Context: an optimization exercise on an open-source flow, tuned for small area, a short achievable clock period and few clock cycles. The choices shown serve that exercise and are no tape-out recipe.
Function was checked by simulation only, so behaviour that the tests miss may differ from the original.
Power figures rest on the tool's default switching activity, not on a simulated workload.

--- flow/standard.sh ---
#!/bin/bash
# synth_recipe.tcl (not shown) runs the flow's synth.tcl, then flattens the netlist and writes it again
# the make line also repeats each setting of config.mk as NAME=value (left out here)
make -C /OpenROAD-flow-scripts/flow DESIGN_CONFIG=/design/flow/config.mk WORK_HOME=/design/flow/orfs CLKGATE_MAP_FILE= SYNTH_SCRIPT=/design/flow/synth_recipe.tcl "${@:-finish}"
--- flow/constraint.sdc ---
create_clock -name core_clock -period 9.0 [get_ports {clk}]
set_input_delay 1.8000 -clock core_clock [delete_from_list [all_inputs] [get_ports {clk}]]
set_output_delay 1.8000 -clock core_clock [all_outputs]
set_load 0.01 [all_outputs]
--- flow/design.v ---
module SET ( clk , rst, en, central, radius, mode, busy, valid, candidate );
input clk, rst;
input en;
input [23:0] central;
input [11:0] radius;
input [1:0] mode;
output busy;
output reg valid;
output [7:0] candidate;
function [3:0] dist0; input [4:0] i;
  case (i)
    5'd0: dist0 = 4'd1;
    5'd1: dist0 = 4'd5;
    5'd2: dist0 = 4'd0;
    5'd3: dist0 = 4'd4;
    5'd4: dist0 = 4'd1;
    5'd5: dist0 = 4'd3;
    5'd6: dist0 = 4'd2;
    5'd7: dist0 = 4'd2;
    5'd8: dist0 = 4'd3;
    5'd9: dist0 = 4'd1;
    5'd10: dist0 = 4'd4;
    5'd11: dist0 = 4'd0;
    5'd12: dist0 = 4'd5;
    5'd13: dist0 = 4'd1;
    5'd14: dist0 = 4'd6;
    5'd15: dist0 = 4'd2;
    5'd16: dist0 = 4'd7;
    5'd17: dist0 = 4'd3;
    5'd18: dist0 = 4'd8;
    5'd19: dist0 = 4'd4;
    5'd20: dist0 = 4'd9;
    5'd21: dist0 = 4'd5;
    5'd22: dist0 = 4'd10;
    5'd23: dist0 = 4'd6;
    5'd24: dist0 = 4'd11;
    5'd25: dist0 = 4'd7;
    5'd26: dist0 = 4'd12;
    5'd27: dist0 = 4'd8;
    5'd28: dist0 = 4'd13;
    5'd29: dist0 = 4'd9;
    5'd30: dist0 = 4'd14;
    5'd31: dist0 = 4'd10;
    default: dist0 = 4'd0;
  endcase
endfunction
function [3:0] dist1; input [4:0] i;
  case (i)
    5'd0: dist1 = 4'd2;
    5'd1: dist1 = 4'd6;
    5'd2: dist1 = 4'd1;
    5'd3: dist1 = 4'd5;
    5'd4: dist1 = 4'd0;
    5'd5: dist1 = 4'd4;
    5'd6: dist1 = 4'd1;
    5'd7: dist1 = 4'd3;
    5'd8: dist1 = 4'd2;
    5'd9: dist1 = 4'd2;
    5'd10: dist1 = 4'd3;
    5'd11: dist1 = 4'd1;
    5'd12: dist1 = 4'd4;
    5'd13: dist1 = 4'd0;
    5'd14: dist1 = 4'd5;
    5'd15: dist1 = 4'd1;
    5'd16: dist1 = 4'd6;
    5'd17: dist1 = 4'd2;
    5'd18: dist1 = 4'd7;
    5'd19: dist1 = 4'd3;
    5'd20: dist1 = 4'd8;
    5'd21: dist1 = 4'd4;
    5'd22: dist1 = 4'd9;
    5'd23: dist1 = 4'd5;
    5'd24: dist1 = 4'd10;
    5'd25: dist1 = 4'd6;
    5'd26: dist1 = 4'd11;
    5'd27: dist1 = 4'd7;
    5'd28: dist1 = 4'd12;
    5'd29: dist1 = 4'd8;
    5'd30: dist1 = 4'd13;
    5'd31: dist1 = 4'd9;
    default: dist1 = 4'd0;
  endcase
endfunction
function [3:0] dist2; input [4:0] i;
  case (i)
    5'd0: dist2 = 4'd3;
    5'd1: dist2 = 4'd7;
    5'd2: dist2 = 4'd2;
    5'd3: dist2 = 4'd6;
    5'd4: dist2 = 4'd1;
    5'd5: dist2 = 4'd5;
    5'd6: dist2 = 4'd0;
    5'd7: dist2 = 4'd4;
    5'd8: dist2 = 4'd1;
    5'd9: dist2 = 4'd3;
    5'd10: dist2 = 4'd2;
    5'd11: dist2 = 4'd2;
    5'd12: dist2 = 4'd3;
    5'd13: dist2 = 4'd1;
    5'd14: dist2 = 4'd4;
    5'd15: dist2 = 4'd0;
    5'd16: dist2 = 4'd5;
    5'd17: dist2 = 4'd1;
    5'd18: dist2 = 4'd6;
    5'd19: dist2 = 4'd2;
    5'd20: dist2 = 4'd7;
    5'd21: dist2 = 4'd3;
    5'd22: dist2 = 4'd8;
    5'd23: dist2 = 4'd4;
    5'd24: dist2 = 4'd9;
    5'd25: dist2 = 4'd5;
    5'd26: dist2 = 4'd10;
    5'd27: dist2 = 4'd6;
    5'd28: dist2 = 4'd11;
    5'd29: dist2 = 4'd7;
    5'd30: dist2 = 4'd12;
    5'd31: dist2 = 4'd8;
    default: dist2 = 4'd0;
  endcase
endfunction
function [3:0] dist3; input [4:0] i;
  case (i)
    5'd0: dist3 = 4'd4;
    5'd1: dist3 = 4'd8;
    5'd2: dist3 = 4'd3;
    5'd3: dist3 = 4'd7;
    5'd4: dist3 = 4'd2;
    5'd5: dist3 = 4'd6;
    5'd6: dist3 = 4'd1;
    5'd7: dist3 = 4'd5;
    5'd8: dist3 = 4'd0;
    5'd9: dist3 = 4'd4;
    5'd10: dist3 = 4'd1;
    5'd11: dist3 = 4'd3;
    5'd12: dist3 = 4'd2;
    5'd13: dist3 = 4'd2;
    5'd14: dist3 = 4'd3;
    5'd15: dist3 = 4'd1;
    5'd16: dist3 = 4'd4;
    5'd17: dist3 = 4'd0;
    5'd18: dist3 = 4'd5;
    5'd19: dist3 = 4'd1;
    5'd20: dist3 = 4'd6;
    5'd21: dist3 = 4'd2;
    5'd22: dist3 = 4'd7;
    5'd23: dist3 = 4'd3;
    5'd24: dist3 = 4'd8;
    5'd25: dist3 = 4'd4;
    5'd26: dist3 = 4'd9;
    5'd27: dist3 = 4'd5;
    5'd28: dist3 = 4'd10;
    5'd29: dist3 = 4'd6;
    5'd30: dist3 = 4'd11;
    5'd31: dist3 = 4'd7;
    default: dist3 = 4'd0;
  endcase
endfunction
wire [3:0] xa = central[23:20], ya = central[19:16], ra = radius[11:8];
wire [3:0] xb = central[15:12], yb = central[11:8],  rb = radius[7:4];
wire [3:0] xc = central[7:4],   yc = central[3:0],   rc = radius[3:0];
wire bempty = (mode == 2'd0);
wire cempty = (mode == 2'd1);
wire call = ~mode[0];
reg phase;
wire [31:0] ma, mb, mc;
wire [4:0] ga0;
chordm u_cha0 (.i({dist0({ya, phase}), ra}), .o(ga0));
wire [4:0] ha0 = ga0;
rowm u_rma0 (.i({xa, ha0}), .o(ma[7:0]));
wire [4:0] ga1;
chordm u_cha1 (.i({dist1({ya, phase}), ra}), .o(ga1));
wire [4:0] ha1 = ga1;
rowm u_rma1 (.i({xa, ha1}), .o(ma[15:8]));
wire [4:0] ga2;
chordm u_cha2 (.i({dist2({ya, phase}), ra}), .o(ga2));
wire [4:0] ha2 = ga2;
rowm u_rma2 (.i({xa, ha2}), .o(ma[23:16]));
wire [4:0] ga3;
chordm u_cha3 (.i({dist3({ya, phase}), ra}), .o(ga3));
wire [4:0] ha3 = ga3;
rowm u_rma3 (.i({xa, ha3}), .o(ma[31:24]));
wire [4:0] gb0;
chordm u_chb0 (.i({dist0({yb, phase}), rb}), .o(gb0));
wire [4:0] hb0 = {gb0[4] & ~bempty, gb0[3:0]};
rowm u_rmb0 (.i({xb, hb0}), .o(mb[7:0]));
wire [4:0] gb1;
chordm u_chb1 (.i({dist1({yb, phase}), rb}), .o(gb1));
wire [4:0] hb1 = {gb1[4] & ~bempty, gb1[3:0]};
rowm u_rmb1 (.i({xb, hb1}), .o(mb[15:8]));
wire [4:0] gb2;
chordm u_chb2 (.i({dist2({yb, phase}), rb}), .o(gb2));
wire [4:0] hb2 = {gb2[4] & ~bempty, gb2[3:0]};
rowm u_rmb2 (.i({xb, hb2}), .o(mb[23:16]));
wire [4:0] gb3;
chordm u_chb3 (.i({dist3({yb, phase}), rb}), .o(gb3));
wire [4:0] hb3 = {gb3[4] & ~bempty, gb3[3:0]};
rowm u_rmb3 (.i({xb, hb3}), .o(mb[31:24]));
wire [4:0] gc0;
chordm u_chc0 (.i({dist0({yc, phase}), rc}), .o(gc0));
wire [4:0] hc0 = {(gc0[4] & ~cempty) | call, gc0[3:0] | {4{call}}};
rowm u_rmc0 (.i({xc, hc0}), .o(mc[7:0]));
wire [4:0] gc1;
chordm u_chc1 (.i({dist1({yc, phase}), rc}), .o(gc1));
wire [4:0] hc1 = {(gc1[4] & ~cempty) | call, gc1[3:0] | {4{call}}};
rowm u_rmc1 (.i({xc, hc1}), .o(mc[15:8]));
wire [4:0] gc2;
chordm u_chc2 (.i({dist2({yc, phase}), rc}), .o(gc2));
wire [4:0] hc2 = {(gc2[4] & ~cempty) | call, gc2[3:0] | {4{call}}};
rowm u_rmc2 (.i({xc, hc2}), .o(mc[23:16]));
wire [4:0] gc3;
chordm u_chc3 (.i({dist3({yc, phase}), rc}), .o(gc3));
wire [4:0] hc3 = {(gc3[4] & ~cempty) | call, gc3[3:0] | {4{call}}};
rowm u_rmc3 (.i({xc, hc3}), .o(mc[31:24]));
wire [31:0] hit = (ma & mb & ~mc) | (ma & ~mb & mc) | (~ma & mb & mc);
reg [6:0] cs0;
wire [6:0] acc0 = cs0 & {7{phase}};
reg [6:0] cs1;
wire [6:0] acc1 = cs1 & {7{phase}};
reg [6:0] cs2;
wire [6:0] acc2 = cs2 & {7{phase}};
reg [6:0] cs3;
wire [6:0] acc3 = cs3 & {7{phase}};
wire pc1;
wire pc2;
assign pc1 = acc0[0] ^ acc1[0] ^ acc2[0];
assign pc2 = (acc0[0] & acc1[0]) | (acc0[0] & acc2[0]) | (acc1[0] & acc2[0]);
wire pc3;
wire pc4;
assign pc3 = acc3[0] ^ pc1 ^ hit[0];
assign pc4 = (acc3[0] & pc1) | (acc3[0] & hit[0]) | (pc1 & hit[0]);
wire pc5;
wire pc6;
assign pc5 = hit[10] ^ hit[11] ^ hit[12];
assign pc6 = (hit[10] & hit[11]) | (hit[10] & hit[12]) | (hit[11] & hit[12]);
wire pc7;
wire pc8;
assign pc7 = hit[13] ^ hit[14] ^ hit[15];
assign pc8 = (hit[13] & hit[14]) | (hit[13] & hit[15]) | (hit[14] & hit[15]);
wire pc9;
wire pc10;
assign pc9 = hit[16] ^ hit[17] ^ hit[18];
assign pc10 = (hit[16] & hit[17]) | (hit[16] & hit[18]) | (hit[17] & hit[18]);
wire pc11;
wire pc12;
assign pc11 = hit[19] ^ hit[1] ^ hit[20];
assign pc12 = (hit[19] & hit[1]) | (hit[19] & hit[20]) | (hit[1] & hit[20]);
wire pc13;
wire pc14;
assign pc13 = hit[21] ^ hit[22] ^ hit[23];
assign pc14 = (hit[21] & hit[22]) | (hit[21] & hit[23]) | (hit[22] & hit[23]);
wire pc15;
wire pc16;
assign pc15 = hit[24] ^ hit[25] ^ hit[26];
assign pc16 = (hit[24] & hit[25]) | (hit[24] & hit[26]) | (hit[25] & hit[26]);
wire pc17;
wire pc18;
assign pc17 = hit[27] ^ hit[28] ^ hit[29];
assign pc18 = (hit[27] & hit[28]) | (hit[27] & hit[29]) | (hit[28] & hit[29]);
wire pc19;
wire pc20;
assign pc19 = hit[2] ^ hit[30] ^ hit[31];
assign pc20 = (hit[2] & hit[30]) | (hit[2] & hit[31]) | (hit[30] & hit[31]);
wire pc21;
wire pc22;
assign pc21 = hit[3] ^ hit[4] ^ hit[5];
assign pc22 = (hit[3] & hit[4]) | (hit[3] & hit[5]) | (hit[4] & hit[5]);
wire pc23;
wire pc24;
assign pc23 = hit[6] ^ hit[7] ^ hit[8];
assign pc24 = (hit[6] & hit[7]) | (hit[6] & hit[8]) | (hit[7] & hit[8]);
wire pc25;
wire pc26;
assign pc25 = hit[9] ^ pc11 ^ pc13;
assign pc26 = (hit[9] & pc11) | (hit[9] & pc13) | (pc11 & pc13);
wire pc27;
wire pc28;
assign pc27 = pc15 ^ pc17 ^ pc19;
assign pc28 = (pc15 & pc17) | (pc15 & pc19) | (pc17 & pc19);
wire pc29;
wire pc30;
assign pc29 = pc21 ^ pc23 ^ pc3;
assign pc30 = (pc21 & pc23) | (pc21 & pc3) | (pc23 & pc3);
wire pc31;
wire pc32;
assign pc31 = pc5 ^ pc7 ^ pc9;
assign pc32 = (pc5 & pc7) | (pc5 & pc9) | (pc7 & pc9);
wire pc33;
wire pc34;
assign pc33 = acc0[1] ^ acc1[1] ^ acc2[1];
assign pc34 = (acc0[1] & acc1[1]) | (acc0[1] & acc2[1]) | (acc1[1] & acc2[1]);
wire pc35;
wire pc36;
assign pc35 = acc3[1] ^ pc2 ^ pc33;
assign pc36 = (acc3[1] & pc2) | (acc3[1] & pc33) | (pc2 & pc33);
wire pc37;
wire pc38;
assign pc37 = pc35 ^ pc10 ^ pc12;
assign pc38 = (pc35 & pc10) | (pc35 & pc12) | (pc10 & pc12);
wire pc39;
wire pc40;
assign pc39 = pc14 ^ pc16 ^ pc18;
assign pc40 = (pc14 & pc16) | (pc14 & pc18) | (pc16 & pc18);
wire pc41;
wire pc42;
assign pc41 = pc20 ^ pc22 ^ pc24;
assign pc42 = (pc20 & pc22) | (pc20 & pc24) | (pc22 & pc24);
wire pc43;
wire pc44;
assign pc43 = pc4 ^ pc6 ^ pc8;
assign pc44 = (pc4 & pc6) | (pc4 & pc8) | (pc6 & pc8);
wire pc45;
wire pc46;
assign pc45 = pc26 ^ pc28 ^ pc30;
assign pc46 = (pc26 & pc28) | (pc26 & pc30) | (pc28 & pc30);
wire pc47;
wire pc48;
assign pc47 = pc32 ^ pc37 ^ pc39;
assign pc48 = (pc32 & pc37) | (pc32 & pc39) | (pc37 & pc39);
wire pc49;
wire pc50;
assign pc49 = acc0[2] ^ acc1[2] ^ acc2[2];
assign pc50 = (acc0[2] & acc1[2]) | (acc0[2] & acc2[2]) | (acc1[2] & acc2[2]);
wire pc51;
wire pc52;
assign pc51 = acc3[2] ^ pc34 ^ pc49;
assign pc52 = (acc3[2] & pc34) | (acc3[2] & pc49) | (pc34 & pc49);
wire pc53;
wire pc54;
assign pc53 = pc36 ^ pc51 ^ pc38;
assign pc54 = (pc36 & pc51) | (pc36 & pc38) | (pc51 & pc38);
wire pc55;
wire pc56;
assign pc55 = pc40 ^ pc42 ^ pc44;
assign pc56 = (pc40 & pc42) | (pc40 & pc44) | (pc42 & pc44);
wire pc57;
wire pc58;
assign pc57 = acc0[3] ^ acc1[3] ^ acc2[3];
assign pc58 = (acc0[3] & acc1[3]) | (acc0[3] & acc2[3]) | (acc1[3] & acc2[3]);
wire pc59;
wire pc60;
assign pc59 = acc3[3] ^ pc50 ^ pc57;
assign pc60 = (acc3[3] & pc50) | (acc3[3] & pc57) | (pc50 & pc57);
wire pc61;
wire pc62;
assign pc61 = acc0[4] ^ acc1[4] ^ acc2[4];
assign pc62 = (acc0[4] & acc1[4]) | (acc0[4] & acc2[4]) | (acc1[4] & acc2[4]);
wire pc63;
wire pc64;
assign pc63 = acc0[5] ^ acc1[5] ^ acc2[5];
assign pc64 = (acc0[5] & acc1[5]) | (acc0[5] & acc2[5]) | (acc1[5] & acc2[5]);
wire pc65;
wire pc66;
assign pc65 = acc0[6] ^ acc1[6] ^ acc2[6];
assign pc66 = (acc0[6] & acc1[6]) | (acc0[6] & acc2[6]) | (acc1[6] & acc2[6]);
always @(posedge clk) begin
  cs0 <= {acc3[6],acc3[5],acc3[4],pc52,pc46,pc41,pc25};
  cs1 <= {pc64,pc62,pc58,pc54,pc48,pc43,pc27};
  cs2 <= {pc65,pc63,pc60,pc56,pc53,pc45,pc29};
  cs3 <= {1'b0,1'b0,pc61,pc59,pc55,pc47,pc31};
end
assign candidate = {1'b0, cs0 + cs1 + cs2 + cs3};
always @(posedge clk or posedge rst)
  if (rst) begin
    phase <= 1'b0;
    valid <= 1'b0;
  end else begin
    phase <= en;
    valid <= phase;
  end
assign busy = phase;
endmodule
module chordm(i, o);
  input [7:0] i;
  wire [7:0] i;
  output [4:0] o;
  wire [4:0] o;
  wire _000_;
  wire _001_;
  wire _002_;
  wire _003_;
  wire _004_;
  wire _005_;
  wire _006_;
  wire _007_;
  wire _008_;
  wire _009_;
  wire _010_;
  wire _011_;
  wire _012_;
  wire _013_;
  wire _014_;
  wire _015_;
  wire _016_;
  wire _017_;
  wire _018_;
  wire _019_;
  wire _020_;
  wire _021_;
  wire _022_;
  wire _023_;
  wire _024_;
  wire _025_;
  wire _026_;
  wire _027_;
  wire _028_;
  wire _029_;
  wire _030_;
  wire _031_;
  wire _032_;
  wire _033_;
  wire _034_;
  wire _035_;
  wire _036_;
  wire _037_;
  wire _038_;
  wire _039_;
  wire _040_;
  wire _041_;
  wire _042_;
  wire _043_;
  wire _044_;
  wire _045_;
  wire _046_;
  wire _047_;
  wire _048_;
  wire _049_;
  wire _050_;
  wire _051_;
  wire _052_;
  wire _053_;
  wire _054_;
  wire _055_;
  wire _056_;
  wire _057_;
  wire _058_;
  wire _059_;
  wire _060_;
  wire _061_;
  wire _062_;
  wire _063_;
  wire _064_;
  wire _065_;
  wire _066_;
  wire _067_;
  wire _068_;
  wire _069_;
  wire _070_;
  wire _071_;
  wire _072_;
  wire _073_;
  wire _074_;
  wire _075_;
  wire _076_;
  wire _077_;
  wire _078_;
  wire _079_;
  wire _080_;
  wire _081_;
  wire _082_;
  wire _083_;
  wire _084_;
  wire _085_;
  wire _086_;
  wire _087_;
  wire _088_;
  wire _089_;
  assign _007_ = ~i[2];
  assign _008_ = ~i[6];
  assign _009_ = i[0] & ~(i[4]);
  assign _010_ = i[5] & ~(i[1]);
  assign _011_ = i[1] | ~(i[4]);
  assign _012_ = _011_ & ~(_010_);
  assign _013_ = ~((_012_ | _009_) & _008_);
  assign _014_ = i[4] | ~(i[1]);
  assign _015_ = i[5] | ~(i[0]);
  assign _016_ = ~((_014_ & i[6]) | _015_);
  assign _017_ = i[7] & ~(_016_);
  assign _018_ = ~((_017_ & _013_) | _007_);
  assign _019_ = ~(_018_ & i[0]);
  assign _020_ = i[5] | ~(i[1]);
  assign _021_ = ~(_020_ & _012_);
  assign _022_ = _021_ & ~(_019_);
  assign _023_ = ~((_018_ & i[0]) | _021_);
  assign _024_ = ~((_020_ & i[6]) | _007_);
  assign _025_ = i[4] | ~(i[0]);
  assign _026_ = ~(_020_ & _025_);
  assign _027_ = i[6] & ~(i[2]);
  assign _028_ = ~(_027_ | _010_);
  assign _029_ = ~((_028_ & _026_) | _024_);
  assign _030_ = ~(i[7] & i[3]);
  assign _031_ = ~(_030_ | _029_);
  assign _032_ = i[0] | ~(i[4]);
  assign _033_ = ~(_011_ | i[5]);
  assign _034_ = _033_ | _032_;
  assign _035_ = ~((_034_ | _018_) & _031_);
  assign _036_ = _035_ | _023_;
  assign _037_ = i[6] & ~(_009_);
  assign _038_ = ~((_037_ & _032_) | _029_);
  assign _039_ = ~(_038_ | i[3]);
  assign _040_ = i[4] & ~(i[2]);
  assign _041_ = i[0] | ~(i[5]);
  assign _042_ = _040_ & ~(_041_);
  assign _043_ = _042_ | _008_;
  assign _044_ = i[1] | ~(i[5]);
  assign _045_ = _025_ & ~(_044_);
  assign _046_ = i[4] & ~(i[0]);
  assign _047_ = ~((_046_ | _007_) & _045_);
  assign _048_ = _040_ | _015_;
  assign _049_ = ~(i[3] & i[1]);
  assign _050_ = ~(i[3] ^ i[1]);
  assign _051_ = _048_ ? _049_ : _050_;
  assign _052_ = ~((_051_ & _047_) | _043_);
  assign _053_ = ~(_041_ & _032_);
  assign _054_ = _053_ | i[6];
  assign _055_ = ~i[7];
  assign _056_ = i[6] | ~(i[1]);
  assign _057_ = ~((_041_ & _032_) | _056_);
  assign _058_ = _055_ & ~(_057_);
  assign _059_ = ~((_054_ | i[1]) & _058_);
  assign _060_ = _059_ | _052_;
  assign _061_ = _060_ | _039_;
  assign o[1] = ~((_036_ | _022_) & _061_);
  assign _062_ = _014_ & ~(i[0]);
  assign _063_ = ~((_062_ & o[1]) | i[7]);
  assign _064_ = i[6] & ~(_012_);
  assign _065_ = ~_064_;
  assign _066_ = ~((_065_ & _063_) | _018_);
  assign o[3] = i[3] & ~(_066_);
  assign _067_ = _056_ | _015_;
  assign _068_ = _067_ & ~(_066_);
  assign _069_ = _031_ & ~(_068_);
  assign _070_ = ~((_027_ | _044_) & i[3]);
  assign _071_ = _070_ & ~(_024_);
  assign _072_ = ~((_044_ & _007_) | _071_);
  assign _073_ = ~_072_;
  assign _074_ = ~(_073_ & o[1]);
  assign _075_ = _066_ & ~(_074_);
  assign _076_ = _063_ & ~(_073_);
  assign _077_ = _076_ | _075_;
  assign o[2] = _077_ | _069_;
  assign _078_ = _025_ | i[5];
  assign _079_ = _078_ & ~(_054_);
  assign _080_ = i[4] & ~(i[3]);
  assign _081_ = ~((_080_ & _010_) | _079_);
  assign _082_ = ~((_075_ | _055_) & _081_);
  assign _083_ = _014_ | _007_;
  assign _084_ = _015_ & ~(_083_);
  assign _085_ = _033_ | i[6];
  assign _086_ = ~((_085_ | _084_) & _031_);
  assign _087_ = ~(_015_ & _014_);
  assign _088_ = i[2] ? _011_ : _087_;
  assign _089_ = i[3] & ~(i[7]);
  assign _000_ = _089_ & ~(_048_);
  assign _001_ = _041_ & ~(_000_);
  assign _002_ = _043_ | ~(_047_);
  assign _003_ = ~((_001_ & _088_) | _002_);
  assign _004_ = _003_ | _039_;
  assign o[0] = ~((_086_ & _082_) | _004_);
  assign _005_ = i[7] & ~(i[3]);
  assign _006_ = ~((_032_ & _028_) | _089_);
  assign o[4] = ~((_006_ & _029_) | _005_);
endmodule
module rowm(i, o);
  input [8:0] i;
  wire [8:0] i;
  output [7:0] o;
  wire [7:0] o;
  wire _000_;
  wire _001_;
  wire _002_;
  wire _003_;
  wire _004_;
  wire _005_;
  wire _006_;
  wire _007_;
  wire _008_;
  wire _009_;
  wire _010_;
  wire _011_;
  wire _012_;
  wire _013_;
  wire _014_;
  wire _015_;
  wire _016_;
  wire _017_;
  wire _018_;
  wire _019_;
  wire _020_;
  wire _021_;
  wire _022_;
  wire _023_;
  wire _024_;
  wire _025_;
  wire _026_;
  wire _027_;
  wire _028_;
  wire _029_;
  wire _030_;
  wire _031_;
  wire _032_;
  wire _033_;
  wire _034_;
  wire _035_;
  wire _036_;
  wire _037_;
  wire _038_;
  wire _039_;
  wire _040_;
  wire _041_;
  wire _042_;
  wire _043_;
  wire _044_;
  wire _045_;
  wire _046_;
  wire _047_;
  wire _048_;
  wire _049_;
  wire _050_;
  wire _051_;
  wire _052_;
  wire _053_;
  wire _054_;
  wire _055_;
  wire _056_;
  wire _057_;
  wire _058_;
  wire _059_;
  wire _060_;
  wire _061_;
  wire _062_;
  wire _063_;
  wire _064_;
  wire _065_;
  wire _066_;
  wire _067_;
  wire _068_;
  wire _069_;
  wire _070_;
  wire _071_;
  wire _072_;
  wire _073_;
  assign _000_ = ~(i[2] | i[3]);
  assign _001_ = ~_000_;
  assign _002_ = ~(i[6] | i[1]);
  assign _003_ = ~_002_;
  assign _004_ = ~(i[5] | i[0]);
  assign _005_ = i[6] & i[1];
  assign _006_ = _004_ & ~(_005_);
  assign _007_ = ~_006_;
  assign _008_ = ~((_007_ & _003_) | _001_);
  assign _009_ = i[8] & ~(i[3]);
  assign _010_ = ~_009_;
  assign _011_ = i[1] & ~(i[6]);
  assign _012_ = ~((_011_ & i[2]) | _010_);
  assign _013_ = i[4] & ~(_012_);
  assign _014_ = i[0] & ~(i[5]);
  assign _015_ = ~i[2];
  assign _016_ = i[6] & ~(i[1]);
  assign _017_ = i[5] & ~(i[0]);
  assign _018_ = ~(_017_ | _016_);
  assign _019_ = ~(_018_ | _011_);
  assign _020_ = i[4] & ~(_019_);
  assign _021_ = _020_ & ~(_015_);
  assign _022_ = ~((_021_ & _014_) | _013_);
  assign _023_ = ~(_022_ | _008_);
  assign _024_ = ~_023_;
  assign _025_ = _015_ & ~(_011_);
  assign _026_ = _025_ & ~(_014_);
  assign _027_ = _019_ & ~(_001_);
  assign _028_ = i[7] | ~(i[4]);
  assign _029_ = _028_ | _027_;
  assign _030_ = _029_ | _026_;
  assign _031_ = i[7] | i[3];
  assign _032_ = _031_ | i[8];
  assign _033_ = i[2] & ~(_002_);
  assign _034_ = ~((_033_ & _007_) | _032_);
  assign o[6] = ~((_030_ & _024_) | _034_);
  assign _035_ = ~_017_;
  assign _036_ = ~((_016_ & _015_) | _009_);
  assign _037_ = i[3] & ~(i[8]);
  assign _038_ = _037_ | _036_;
  assign _039_ = ~(_038_ | _035_);
  assign _040_ = _039_ | _012_;
  assign _041_ = ~i[3];
  assign _042_ = i[2] & ~(_016_);
  assign _043_ = ~_042_;
  assign _044_ = ~((_043_ & _017_) | _025_);
  assign _045_ = _041_ & ~(_044_);
  assign _046_ = ~((_045_ | i[7]) & _040_);
  assign _047_ = i[5] & i[0];
  assign _048_ = _047_ | _005_;
  assign _049_ = _048_ | _001_;
  assign _050_ = ~((_049_ | _003_) & i[4]);
  assign _051_ = _033_ | _032_;
  assign _052_ = _015_ & ~(_005_);
  assign _053_ = _047_ & ~(_052_);
  assign _054_ = ~(_053_ | _051_);
  assign _055_ = _054_ | _050_;
  assign o[5] = _046_ & ~(_055_);
  assign _056_ = ~(_033_ | _031_);
  assign _057_ = ~((_052_ | _004_) & _056_);
  assign _058_ = ~((_038_ | _014_) & _013_);
  assign _059_ = ~((_045_ & _006_) | _058_);
  assign _060_ = _014_ & ~(_025_);
  assign _061_ = _043_ & ~(_060_);
  assign _062_ = ~((_061_ & _041_) | _029_);
  assign o[4] = _059_ ? _057_ : _062_;
  assign _063_ = ~((_023_ | _021_) & _049_);
  assign _064_ = ~(_020_ & i[7]);
  assign _065_ = _036_ & ~(_026_);
  assign _066_ = i[7] & ~(_037_);
  assign _067_ = _066_ & ~(_065_);
  assign _068_ = _038_ & _020_;
  assign _069_ = _067_ & ~(_068_);
  assign o[3] = ~((_064_ & _063_) | _069_);
  assign o[2] = ~((_064_ & _024_) | _067_);
  assign _070_ = ~(_044_ & _010_);
  assign _071_ = ~((_070_ & _066_) | _040_);
  assign o[1] = _071_ & ~(_050_);
  assign _072_ = ~((_061_ | _009_) & _066_);
  assign o[0] = _072_ & _059_;
  assign _073_ = ~((_048_ & _033_) | _032_);
  assign o[7] = ~((_063_ & _029_) | _073_);
endmodule
--- flow/config.mk ---
export PLATFORM = sky130hd
export DESIGN_NAME = SET
export DESIGN_NICKNAME = SET
export VERILOG_FILES = /design/flow/design.v
export SDC_FILE = /design/flow/constraint.sdc
export NUM_CORES = 4
export LEC_CHECK = 0
export ABC_AREA = 1
export CAP_MARGIN = 20
export CORE_MARGIN = 2
export CORE_UTILIZATION = 60
export SETUP_SLACK_MARGIN = 1.5
export SLEW_MARGIN = 20
--- flow/flow/run.sh ---
#!/bin/bash
# Layout: the standard flow (standard.sh) with one change: buffer_ports
# puts a sky130_fd_sc_hd__buf_4 on every input and output port instead of the
# slow delay-cell buffer it picks by default. Every port still gets a buffer.
set -e
export BUFFER_PORTS_ARGS="-buffer_cell sky130_fd_sc_hd__buf_4"
bash standard.sh finish > standard.log 2>&1
==> results of run 1 <==
[layout make-up]
| cell class | count | area [um^2] |
|---|---|---|
| clock buffers | 3 | 75.1 |
| clock inverters | 1 | 30.0 |
| fillers | 2485 | 8840 |
| inverters | 462 | 1750 |
| multi-input cells | 2390 | 12000 |
| flip-flops and latches | 26 | 532 |
| well taps | 324 | 405 |
| repair buffers | 60 | 450 |
[layer usage]
metal	track usage	wire length (um)	up-vias
met5	0	0	-
met4	0.107	1300	0
li1	-	-	9453
met1	0.505	20900	8372
met3	0.0486	5060	128
met2	0.604	20900	1089
[worst max-delay path by stage]
stage	startpoint	to	slack, ps
after floorplan	central[9]	cs3[1]$_DFF_P_	2730
after CTS	central[0]	cs2[1]$_DFF_P_	1880
after global routing	central[0]	cs2[1]$_DFF_P_	1440
after detailed placement	central[0]	cs2[1]$_DFF_P_	1650
after global placement	central[0]	cs2[1]$_DFF_P_	1700
final	central[0]	cs2[1]$_DFF_P_	1910
[power breakdown]
| part | total (mW) | internal [mW] | switching, mW | leakage [nW] |
|---|---|---|---|---|
| registers | 0.211 | 0.174 | 0.0370 | 0.221 |
| clock network | 0.130 | 0.0885 | 0.0413 | 0.0511 |
| logic | 2.33 | 0.871 | 1.45 | 8.32 |
[registers in the layout, indices dropped and copies added, names as in the netlist]
signal,cells
cs1,7
cs0,5
phase,1
valid,1
cs3,5
cs2,7
[worst max-delay path: cells and delay by family]
family,cells,cell delay [ps]
adders and majority gates,4,1680
buffers and inverters,6,640
AOI/OAI and AO/OA,5,1080
and+or+nand+nor,20,2010
[cells by family (layout without fill, tap and decap cells)]
kind of cell               count (synthesis)  in the layout  synth area share
adders and majority gates                 91             91            0.0990
buffers and inverters                    523            526             0.141
AOI/OAI and AO/OA                        510            510             0.198
other                                      1              1          0.000257
xor gates and xnor gates                   8              8           0.00480
DFF                                       26             26            0.0364
muxes                                      1              1          0.000686
and+or+nand+nor                         1779           1779             0.520
[Yosys cell counts (all sizes together), types with 3 or more instances]
master / number / area [um^2]
clkinv: 5 / 18.8
clkbuf: 34 / 128
inv: 457 / 1720
xnor2: 5 / 43.8
a21oi: 160 / 816
dfxtp: 24 / 480
o2111ai: 5 / 43.8
o211ai: 14 / 105
nand2: 1028 / 3990
a21boi: 5 / 37.5
o22ai: 12 / 75.1
o21ai: 230 / 1180
or2: 11 / 68.8
o31ai: 20 / 155
nor2: 382 / 1560
xor2: 3 / 26.3
nand4: 37 / 231
and2: 3 / 18.8
a32oi: 3 / 26.3
nor3: 32 / 180
a21o: 6 / 45.0
a22oi: 5 / 42.5
fa: 41 / 821
o32ai: 4 / 35.0
o21bai: 10 / 75.1
nand3: 275 / 1460
a31oi: 24 / 150
ha: 48 / 601
nor3b: 5 / 37.5
buf: 27 / 186
[placed cells by master, fill, tap and decap left out, types with 6 or more instances in the layout]
cell / netlist / layout
ha_1: 48 / 48
o211ai_1: 14 / 14
nand3_1: 259 / 259
inv_2: 71 / 71
a21o_1: 6 / 6
a21oi_1: 156 / 155
o21bai_1: 10 / 10
o21ai_1: 86 / 84
nor2_1: 350 / 349
nand3_2: 16 / 16
fa_1: 41 / 41
nand2_2: 46 / 46
nor2_2: 24 / 25
o21ai_2: 7 / 9
o21ai_0: 137 / 137
o31ai_1: 19 / 19
buf_4: 7 / 60
nor2_4: 7 / 7
nand4_1: 37 / 37
a31oi_1: 24 / 24
dfxtp_1: 24 / 24
o22ai_1: 12 / 12
nor3_1: 28 / 28
inv_1: 385 / 381
or2_1: 6 / 6
nand2_1: 980 / 980
[what timing repair did]
action,in CTS,in global routing
gates resized for setup,0,8
setup endpoints to repair,0,6
setup buffers,0,10
[metrics by stage]
stage	utilization	std cells	cell area, um^2	power (mW)	worst slack (ps)
global route	0.633	3266	15300	2.98	1440
floorplan	-	2939	14600	1.81	2730
finish	0.633	3266	15300	2.67	1910
detailed placement	0.625	3252	15100	2.48	1650
global placement	0.625	3252	15100	2.42	1700
CTS	0.629	3256	15200	2.63	1880
==> impl_metrics.json, run 1 <==
{
  "cp.arrival_ps": 7220,
  "antenna_found_initial": 0,
  "worst_path_most_repeated_cell": "nand2_1",
  "critPathMaxFanout": 8,
  "max_stage_delay_ps": 520,
  "whs_path_depth": 2,
  "power_density_mw_per_mm2": 175,
  "min_period_ps": 7090,
  "viasPerCell": 5.83,
  "skew_ps": 1.71,
  "timing.rr.end": "cs2[1]$_DFF_P_",
  "worstSkewPairLatency_ps": 260,
  "ios": 51,
  "ys_ff_latch": 26,
  "max_freq_mhz": 141,
  "synth-edff-count": 0,
  "start_util": 0.605,
  "core_mm2": 0.0241,
  "grt_max_degree": 51,
  "drv_cap": 0,
  "slew_headroom": 0.262,
  "fp.dieH_um": 160,
  "root_buffer": "clkbuf_16",
  "finalHoldViolations": 0,
  "endpoint_kind": "flop",
  "drtAntennaViolNets": 0,
  "synth_seq_area_share": 0.0364,
  "setup_viol": 0,
  "path_class": "input pin to flop",
  "grt_usage": 0.368,
  "required_ps": 9140,
  "ir_drop_mv": 0.564,
  "tightest_slew_ps": 1110,
  "clock_sinks": 26,
  "syn-num-nets": 3069,
  "status": "timing/DRC/antenna clean",
  "dp_hpwl_um": 38700,
  "grt_first_pass_wirelength_um": 80800,
  "clk_pin_slew_ps": 70,
  "reg2reg_depth": 34,
  "tns_ps": 0,
  "die_w_um": 160,
  "place.gp.congestion": 0.999,
  "fin_nets": 3073,
  "synth_area_mm2": 0.0146,
  "wl_per_cell_um": 14.7,
  "hold_class": "flop to flop",
  "gr-total-overflow": 0,
  "finalCritPeriodShare": 0.787,
  "area_growth_pct": 4.64,
  "drt_iter0_drc": 2380,
  "drv_slew": 0,
  "reg2reg_slack_ps": 2570,
  "diodes": 0,
  "holdPathEnd": "cs0[4]$_DFF_P_",
  "vias": 19000,
  "synth_cells": 2939,
  "cts_hold_buffers": 0,
  "numCtsBuffers": 3,
  "leakage_nw": 8.59,
  "grt_pass1_vias": 17400,
  "dieArea_mm2": 0.0256,
  "portBuffers": 49,
  "hp-start": "cs3[4]$_DFF_P_",
  "wl_um": 48200,
  "std_cell_rows": 57,
  "synth_warnings": 1,
  "drive_gt1_frac": 0.0894,
  "cts_max_level": 1,
  "ys_dominant_reg_cell": "dfxtp_1",
  "synth_cell_types": 68,
  "critPathSlowestCell": "fa_1",
  "async_reset_ff_frac": 0.0769,
  "drc": 0,
  "r2r-start": "phase$_DFF_PP0_",
  "grt_setup_unrepaired": "true",
  "whs_ps": 471,
  "firstDrtPassIters": 6,
  "critPathLaunchType": "input pin",
  "cts.path.max_buffers": 2,
  "syn_avg_cell_area_um2": 4.96,
  "cts_tree": "done"
}
Testbench counts, summed over its fixed seeds: cycles 648.
==> run 2, diff against run 1 <==
--- a/flow/config.mk
+++ b/flow/config.mk
@@ -11,2 +11,3 @@
 export CORE_UTILIZATION = 60
+export GPL_ROUTABILITY_DRIVEN = 0
 export SETUP_SLACK_MARGIN = 1.5
==> run 2 against run 1 <==
Still clean on timing, DRC and antenna. Final cell count is essentially flat. Sequential power is essentially flat. Worst setup slack gained 16 ps. Sequential cell count is the same. Utilization grew 0.11 points. Worst hold slack gained 8.5 ps. Area after synthesis is the same. Fmax grew 0.22%. Sequential share of layout area is essentially flat. Final area grew 0.18%. Critical endpoint is now cs0[2]$_DFF_P_.
==> impl_metrics.json, run 2 <==
{
  "synth_cell_types": 68,
  "skew_ps": 5.02,
  "synth_cells": 2939,
  "power_density_mw_per_mm2": 173,
  "top_usage_layer": "met2",
  "grt_usage": 0.362,
  "use_met1": 0.498,
  "setup_viol": 0,
  "start_util": 0.605,
  "max_freq_mhz": 141,
  "leakage_nw": 8.61,
  "finalCritPeriodShare": 0.786,
  "dp.cells": 3252,
  "dieArea_mm2": 0.0256,
  "use_met2": 0.598,
  "yosys-top-cells-count": "980 x nand2_1, 385 x inv_1, 350 x nor2_1",
  "cts.path.max_buffers": 2,
  "synth_seq_area_share": 0.0364,
  "fp.dieH_um": 160,
  "std_cell_rows": 57,
  "tightest_slew_ps": 1130,
  "synth_warnings": 1,
  "synthTopCellsByArea": "nand2_1 25%, inv_1 9.9%, nor2_1 9.0%, nand3_1 8.9%, fa_1 5.6%",
  "endpoint_kind": "flop",
  "clock_sinks": 26,
  "min_period_ps": 7070,
  "numCtsBuffers": 3,
  "wl_um": 47500,
  "synth-edff-count": 0,
  "core_mm2": 0.0241,
  "dp_hpwl_um": 38300,
  "grt_first_pass_wirelength_um": 80100,
  "firstDrtPassIters": 6,
  "diodes": 0,
  "drive_gt1_frac": 0.0907,
  "ys_dominant_reg_cell": "dfxtp_1",
  "drt_iter0_drc": 2301,
  "drtAntennaViolNets": 0,
  "cts_max_level": 1,
  "synth_top_family_by_area": "simple AND/OR/NAND/NOR gates",
  "synthAdderAreaFrac": 0.0990,
  "syn_avg_cell_area_um2": 4.96,
  "syn-num-nets": 3069,
  "drc": 0,
  "finalHoldViolations": 0,
  "synth-compound-area-share": 0.198,
  "area_growth_pct": 4.83,
  "synthSimpleGateAreaFrac": 0.520,
  "gr-total-overflow": 0,
  "grt_pass1_vias": 17300,
  "grt_max_degree": 51,
  "viasPerCell": 5.84,
  "hold_class": "flop to flop",
  "root_buffer": "clkbuf_16",
  "required_ps": 9120,
  "yosysMostFrequentCell": "nand2_1",
  "layout_common_cells": "980 x nand2_1, 381 x inv_1, 348 x nor2_1",
  "drv_cap": 0,
  "critPathMaxFanout": 8,
  "clk_pin_slew_ps": 70,
  "portBuffers": 49,
  "synth_xor_xnor_area_share": 0.00480,
  "grt_setup_unrepaired": "true",
  "cts_hold_buffers": 0,
  "async_reset_ff_frac": 0.0769,
  "drv_slew": 0,
  "finalPower_mw": 2.65,
  "synthMuxAreaShare": 0.000686,
  "worst_path_most_repeated_cell": "nand2_1",
  "wl_per_cell_um": 14.5,
  "worstSkewPairLatency_ps": 260,
  "instances_no_fill": 3269,
  "synth_area_mm2": 0.0146,
  "ys_ff_latch": 26,
  "cts_tree": "done",
  "path_class": "input pin to flop",
  "fin_nets": 3076,
  "layout_commonest_cell": "nand2_1",
  "cp.arrival_ps": 7190,
  "die_w_um": 160,
  "synth_top_area_cell": "nand2_1",
  "status": "timing/DRC/antenna clean",
  "met3_usage": 0.0338,
  "ios": 51,
  "reg_top3": "cs1 x7, cs2 x7",
  "vias": 19100,
  "synth_top_area_share": 0.252,
  "slew_headroom": 0.247,
  "antenna_found_initial": 0,
  "max_stage_delay_ps": 540,
  "ir_drop_mv": 0.556,
  "critPathSlowestCell": "fa_1",
  "tns_ps": 0,
  "critPathLaunchType": "input pin"
}
-- run 2: report_power, final --
part	total, mW	internal (mW)	switching, mW
logic	2.31	0.870	1.44
clock network	0.128	0.0885	0.0400
registers	0.209	0.174	0.0348
-- run 2: cell families (layout without fill, tap and decap cells) --
logic type                 count (synthesis)  after routing
AOI/OAI and AO/OA                        510            510
xor gates and xnor gates                   8              8
adders and majority gates                 91             91
buffers and inverters                    523            529
DFF                                       26             26
muxes                                      1              1
other                                      1              1
and+or+nand+nor                         1779           1779
-- run 2: what timing repair did --
action | in CTS | in global routing
gates resized for setup | 0 | 10
buffers inserted | 0 | 13
endpoints found under the setup margin | 0 | 6
-- run 2: critical path: cells and delay by family --
family,cells,cell delay [ps]
AO/OA/AOI/OAI,4,910
adder cells (fa/ha/maj),4,1680
buffers and inverters,7,760
AND/OR/NAND/NOR,19,2020
-- run 2: layout make-up --
| type | instances | area (um^2) |
|---|---|---|
| sequential | 26 | 532 |
| tap | 324 | 405 |
| timing repair buffer | 63 | 473 |
| clock buffer | 3 | 75.1 |
| clock inverter | 1 | 30.0 |
| fill | 2494 | 8810 |
| multi-input combinational | 2390 | 12000 |
| inverter | 462 | 1750 |
-- run 2: metrics by stage --
stage | utilization | cell area [um^2] | hold slack [ps] | setup WS [ps]
final | 0.634 | 15300 | 480 | 1930
after global routing | 0.634 | 15300 | 496 | 1500
after CTS | 0.629 | 15200 | 486 | 1980
after global placement | 0.625 | 15100 | 461 | 1910
after detailed placement | 0.625 | 15100 | 477 | 1790
after floorplan | - | 14600 | 442 | 2730
-- run 2: layer usage --
metal  wire length, um  vias up
li1                  -     9471
met1             20500     8429
met2             21000     1095
met3              4700      112
met4              1290        0
met5                 0        -
-- run 2: worst paths after layout --
path / cells past startpoint / startpoint / endpoint / slack (ps)
max: 34 / central[0] / cs0[2]$_DFF_P_ / 1930
min: 2 / cs3[4]$_DFF_P_ / cs0[4]$_DFF_P_ / 480
max reg2reg: 33 / phase$_DFF_PP0_ / cs0[2]$_DFF_P_ / 2610
min reg2reg: 2 / cs3[4]$_DFF_P_ / cs0[4]$_DFF_P_ / 480
max in group asynchronous: 2 / rst / phase$_DFF_PP0_ / 7500
min in group asynchronous: 2 / rst / phase$_DFF_PP0_ / 1380
==> run 3, diff against run 2 <==
--- a/flow/config.mk
+++ b/flow/config.mk
@@ -11,3 +11,3 @@
 export CORE_UTILIZATION = 60
-export GPL_ROUTABILITY_DRIVEN = 0
+export PLACE_DENSITY = 0.85
 export SETUP_SLACK_MARGIN = 1.5
==> run 3 against run 2 <==
Non-clock buffer count did not move. Area after synthesis is the same. Global-route usage up 1.9 points. Register-to-register slack improved by 230 ps. Critical path depth is 4 higher. Worst setup slack worse by 16 ps. Die area unchanged. Worst hold slack worse by 5.9 ps. Critical path type unchanged. Highest routed layer unchanged.
==> impl_metrics.json, run 3 <==
{
  "viasPerCell": 5.92,
  "finalPower_mw": 2.67,
  "use_met2": 0.619,
  "drtAntennaViolNets": 0,
  "critPathLaunchType": "input pin",
  "gr-total-overflow": 0,
  "grt_max_degree": 51,
  "skew_ps": 7.71,
  "antenna_found_initial": 0,
  "ys_dominant_reg_cell": "dfxtp_1",
  "wl_per_cell_um": 15.2,
  "numCtsBuffers": 3,
  "synth-edff-count": 0,
  "layout_setup_ws_ps": 1910,
  "vias": 19400,
  "slew_headroom": 0.502,
  "yosys-top-cells-count": "980 x nand2_1, 385 x inv_1, 350 x nor2_1",
  "grt_pass1_vias": 17700,
  "drc": 0,
  "firstDrtPassIters": 6,
  "finalCritPeriodShare": 0.787,
  "seqPwrFrac": 0.078,
  "async_reset_ff_frac": 0.0769,
  "synth_seq_area_share": 0.0364,
  "std_cell_rows": 57,
  "min_period_ps": 7090,
  "p_comb_frac": 0.882,
  "hold_class": "flop to flop",
  "root_buffer": "clkbuf_16",
  "synth_warnings": 1,
  "fin_nets": 3076,
  "synth_area_mm2": 0.0146,
  "power_density_mw_per_mm2": 175,
  "die_w_um": 160,
  "instances_no_fill": 3269,
  "area_growth_pct": 4.73,
  "diodes": 0,
  "layout_common_cells": "980 x nand2_1, 382 x inv_1, 347 x nor2_1",
  "layout_commonest_cell": "nand2_1",
  "met3_usage": 0.0571,
  "dp.cells": 3253,
  "drive_gt1_frac": 0.0907,
  "switchingPower_mw": 1.55,
  "p_int_mw": 1.11,
  "synth_cells": 2939,
  "drv_cap": 0,
  "finalHoldViolations": 0,
  "syn-num-nets": 3069,
  "top_usage_layer": "met2",
  "drt_iter0_drc": 2296,
  "dp_hpwl_um": 39800,
  "ios": 51,
  "ir_drop_mv": 0.642,
  "dp_slack_ps": 1560,
  "grt_setup_unrepaired": "false",
  "path_class": "input pin to flop",
  "max_freq_mhz": 141,
  "tns_ps": 0,
  "ys_ff_latch": 26,
  "wl_um": 49800,
  "synth_top_area_cell": "nand2_1",
  "worstSkewPairLatency_ps": 260,
  "start_util": 0.605,
  "cts_hold_buffers": 0,
  "synthTopCellsByArea": "nand2_1 25%, inv_1 9.9%, nor2_1 9.0%, nand3_1 8.9%, fa_1 5.6%",
  "dieArea_mm2": 0.0256,
  "grt_first_pass_wirelength_um": 83300,
  "cts_tree": "done",
  "status": "timing/DRC/antenna clean",
  "cts.path.max_buffers": 2,
  "endpoint_kind": "flop",
  "switching_share": 0.582,
  "grt_usage": 0.381,
  "critPathMaxFanout": 9,
  "max_stage_delay_ps": 530,
  "worst_path_most_repeated_cell": "nand2_1",
  "portBuffers": 49,
  "tightest_slew_ps": 741,
  "cp.arrival_ps": 7220,
  "clk_pin_slew_ps": 70,
  "whs_ps": 474,
  "drv_slew": 0,
  "reg_top3": "cs1 x7, cs2 x7",
  "clock_sinks": 26,
  "cts_max_level": 1,
  "clkPwrFrac": 0.040,
  "critPathSlowestCell": "fa_1",
  "place.gp.congestion": 1.11,
  "synth_top_area_share": 0.252,
  "use_met1": 0.501,
  "leakage_nw": 8.61,
  "setup_viol": 0,
  "fp.dieH_um": 160,
  "synth_cell_types": 68,
  "yosysMostFrequentCell": "nand2_1",
  "syn_avg_cell_area_um2": 4.96,
  "core_mm2": 0.0241,
  "required_ps": 9140
}
## run 3: changes by cell type in the layout (fill, tap and decap cells not counted)
cell and delta:
nand2_4 +1, nor2_2 +1, o21ai_2 +1, clkbuf_8 +1, nor2_1 -1, clkinvlp_4 -1
bufinv_16 -1, o31ai_1 +1, inv_1 +1, o31ai_2 -1, o21ai_0 -1, nand2_2 -1
## run 3: final timing paths
check | from | to | slack, ps | cells past startpoint
setup / recovery | central[0] | cs2[1]$_DFF_P_ | 1910 | 38
hold / removal | cs3[4]$_DFF_P_ | cs0[4]$_DFF_P_ | 470 | 2
setup reg to reg | phase$_DFF_PP0_ | cs3[1]$_DFF_P_ | 2840 | 37
hold reg to reg | cs3[4]$_DFF_P_ | cs0[4]$_DFF_P_ | 470 | 2
max in group asynchronous | rst | phase$_DFF_PP0_ | 7500 | 2
min in group asynchronous | rst | valid$_DFF_PP0_ | 1380 | 2
## run 3: power groups by stage
stage	sequential, mW	combinational, mW	clock (mW)
CTS	0.209	2.31	0.108
global placement	0.209	2.25	0
global route	0.214	2.64	0.112
floorplan	0.203	1.61	0
finish	0.209	2.35	0.107
detailed placement	0.211	2.28	0
## run 3: layer usage
| metal | part of all wire | wire length [um] |
|---|---|---|
| met1 | 0.41 | 20500 |
| met2 | 0.44 | 22000 |
| met3 | 0.10 | 5010 |
| met4 | 0.047 | 2320 |
| met5 | 0 | 0 |
## run 3: what timing repair did
item / in CTS / in global routing
resized for setup: 0 / 12
setup endpoints to repair: 0 / 5
setup buffers: 0 / 12
hold endpoints to repair: 0 / 0
## run 3: logic make-up after synthesis
logic type      synth area share
simple gates               0.520
buf+inv                    0.141
compound gates             0.198
fa+ha+maj                 0.0990
flops                     0.0364
xor+xnor                 0.00480
other cells             0.000257
mux                     0.000686
## run 3: area by class of cell
type | count | area [um^2]
timing repair buffer | 63 | 473
inverter | 462 | 1750
sequential | 26 | 532
multi-input combinational | 2390 | 12000
tap | 324 | 405
fill | 2513 | 8820
clock buffer | 4 | 88.8
## run 3: per-stage QoR
step / util / cell area (um^2)
6_report: 0.634 / 15300
5_1_grt: 0.634 / 15300
4_1_cts: 0.629 / 15200
3_5_place_dp: 0.625 / 15100
3_3_place_gp: 0.625 / 15100
2_1_floorplan: - / 14600
## run 3: critical path, delay by kind of cell
family,cells,cell delay (ps)
buffers and inverters,6,640
AOI/OAI and AO/OA,2,490
adders and majority gates,4,1700
and+or+nand+nor,26,2590

## what the ideal ports hide
The results above use ideal ports. As a check the final layouts listed here were re-extracted and re-timed, cells and wires unchanged.
Step 1 assumes that a clkbuf_16 drives the clock port and a buf_2 every other input.
Step 2 moves the port delays by t, midway between the first and last clock arrival at a register: inputs arrive t later, outputs are due t later. That takes back most of the time a late clock gives input paths.
a / b / c = ideal / step 1 / step 2; a / b = the first two.
run	t, ns	slack for setup (ns)	latest minus earliest clock arrival (ns)	worst register clock-pin slew, ns	worst slew at a driven data input, ns
run 1	0.291	1.914 / 1.917 / 1.626	0.002 / 0.001	0.07 / 0.07	0.04
run 2	0.287	1.930 / 1.933 / 1.645	0.006 / 0.005	0.07 / 0.07	0.03
run 3	0.285	1.914 / 1.919 / 1.634	0.007 / 0.008	0.07 / 0.07	0.04
After both steps every run listed still meets setup and hold. The setup slack of run 1, which loses most, moves by +0.003 ns with the drivers and by -0.288 ns with both steps.
